Source: an optimization exercise on an open RTL-to-GDS flow (aim: small area and a short achievable clock period). Production flows keep margins and buffers that such runs may drop.
Power figures rest on the tool's default switching activity, not on a simulated workload.

Setup of fjord:
// ALU
module ALU(
    input clk,
    input reset,
    input [31:0] A,
    input [31:0] B,
    input [3:0] ALU_control,
    output reg [31:0] result,
    output Z,
    output reg N,
    output reg C,
    output reg V
    );
    wire [3:0] op = ALU_control;
    wire op_add  = (op == 4'b0000);
    wire op_sub  = (op == 4'b0001);
    wire op_or   = (op == 4'b0010);
    wire op_and  = (op == 4'b0011);
    wire op_xor  = (op == 4'b0100);
    wire op_sll  = (op == 4'b0101);
    wire op_srl  = (op == 4'b0110);
    wire op_slt  = (op == 4'b0111);
    wire op_sltu = (op == 4'b1000);
    wire op_arith = (op[3:1] == 3'b000);
    wire inv = op[3] | (op[0] & ~(op[1] & ~op[2]));
    wire [31:0] bx = B ^ {32{inv}};
    wire [31:0] p = A ^ bx;
    wire [31:0] g = A & bx;
    wire [32:0] s = {1'b0, A} + {1'b0, bx} + {32'b0, inv};
    wire [31:0] sum = s[31:0];
    wire cout = s[32];
    wire ltu = ~cout;
    wire lts = (A[31] ^ B[31]) ? A[31] : ~cout;
    wire [31:0] sh_out, sh_rev;
    alu_shr u_shr (.a(A), .s(B[4:0]), .left(op_sll), .y(sh_out));
    genvar k;
    generate for (k = 0; k < 32; k = k + 1) begin : g_rev
        assign sh_rev[k] = sh_out[31 - k];
    end endgenerate
    wire [31:0] r =
          ({32{op_add | op_sub}} & sum)
        | ({32{op_xor | op_or}} & p)
        | ({32{op_and | op_or}} & g)
        | ({32{op_srl}} & sh_out)
        | ({32{op_sll}} & sh_rev)
        | {31'b0, (op_slt & lts) | (op_sltu & ltu)};
    wire c_w = op_arith & cout;
    wire v_w = op_arith & (A[31] == bx[31]) & (sum[31] != A[31]);
    reg zero_ok;
    assign Z = zero_ok & ~|result;
    always @(posedge clk or posedge reset) begin
        if (reset) begin
            result <= 32'b0;
  ...
Size in the first run: about 680 cells after synthesis, ~110 I/O pins.
Settings: LEC_CHECK=0, CAP_MARGIN=20, CORE_MARGIN=2, CORE_UTILIZATION=40, GPL_TIMING_DRIVEN=0, SETUP_SLACK_MARGIN=1, SLEW_MARGIN=20, SYNTH_HIERARCHICAL=1, SYNTH_MINIMUM_KEEP_SIZE=0; clock period 5.5 ns.
standard.sh (not shown) runs the stock make flow with config.mk's settings and CLKGATE_MAP_FILE= SYNTH_SCRIPT=/design/flow/synth_recipe.tcl, a recipe that flattens the netlist after the stock synthesis.
==> flow/flow/run.sh <==
#!/bin/bash
# The standard ORFS layout, with these changes: before the floorplan repair
# every gate gets its smallest size (flow/pre_fp.tcl), and port buffers use
# the smallest buffer.
set -euo pipefail
bash standard.sh \
  "PRE_FLOORPLAN_TCL=$PWD/flow/pre_fp.tcl" \
  "BUFFER_PORTS_ARGS=-buffer_cell sky130_fd_sc_hd__buf_1" \
  finish > flow_make.log 2>&1
==> flow/flow/pre_fp.tcl <==
# Run before ORFS's floorplan repair: remove the synthesis buffers and give
# every cell the smallest drive strength of its kind; the repair steps that
# follow size up only what timing needs.
remove_buffers
set n 0
foreach inst [get_cells *] {
  set cell [get_property $inst ref_name]
  if {![regexp {^(sky130_fd_sc_hd__[a-z0-9]+)_([0-9]+)$} $cell -> base drive]} { continue }
  if {[string match "*dfr*" $base] || [string match "*df*" $base]} { continue }
  set best $cell
  set best_area [get_property [get_lib_cells */$cell] area]
  foreach lc [get_lib_cells */${base}_*] {
    set name [get_property $lc name]
    if {![regexp "^${base}_\[0-9\]+\$" $name]} { continue }
    if {[get_property $lc dont_use]} { continue }
    set a [get_property $lc area]
    if {$a < $best_area} { set best $name; set best_area $a }
  }
  if {$best ne $cell} {
    replace_cell $inst $best
    incr n
  }
}
puts "pre_fp: downsized $n cells"
fjord: flow completed, timing, DRC and antenna clean
> inputs changed (fjord -> yarrow)
- a change of SETUP_SLACK_MARGIN from 1 to 2
--- outcome ---
yarrow ended with every stage complete and zero timing, DRC or antenna violations.
As far as post-synthesis cell count goes, yarrow and fjord are indistinguishable; the numbers are identical.
Comparing yarrow against fjord, there is no change at all in synthesized area per cell.
Switching power summed over all nets (yarrow vs. fjord) increases by a little under 10%
Headroom to the max-slew limit for yarrow: 2.8 points down relative to fjord
yarrow reports a higher setup slack after layout than fjord does.
Vias: yarrow more than fjord
Delta (yarrow minus fjord): critical path depth lost 3; share of the cycle needed by the critical path after routing decreased 5.4 points.
Function was not checked in any run of this note: the RTL went through the layout flow alone.

## static timing again, ports no longer ideal
The flow's constraints put no driver on any port. The routed layouts listed below were extracted and timed again, unchanged, in two steps.
Step 1 (the two cells are an assumption about what drives the block):
set clk [get_ports {clk}]
set_driving_cell -lib_cell sky130_fd_sc_hd__clkbuf_16 $clk
set_driving_cell -lib_cell sky130_fd_sc_hd__buf_2 [delete_from_list [all_inputs] $clk]
Step 2 times the ports against the registers' clock, not the clock port: input delays grow and output delays shrink by t, the midpoint of the rising clock arrivals with the driver on.
a / b / c = ideal / step 1 / step 2; a / b = the first two.
run	shift t [ns]	setup WS [ns]	hold slack, ns	worst setup path after step 2
fjord	0.311	1.113 / 1.131 / 0.820	0.910 / 0.892 / 1.204	input to register
yarrow	0.316	1.411 / 1.400 / 1.084	0.903 / 0.885 / 1.201	input to register
After both steps every run listed still meets setup and hold. For yarrow, which loses most, drivers alone change the setup slack by -0.011 ns; drivers and shift together by -0.327 ns.
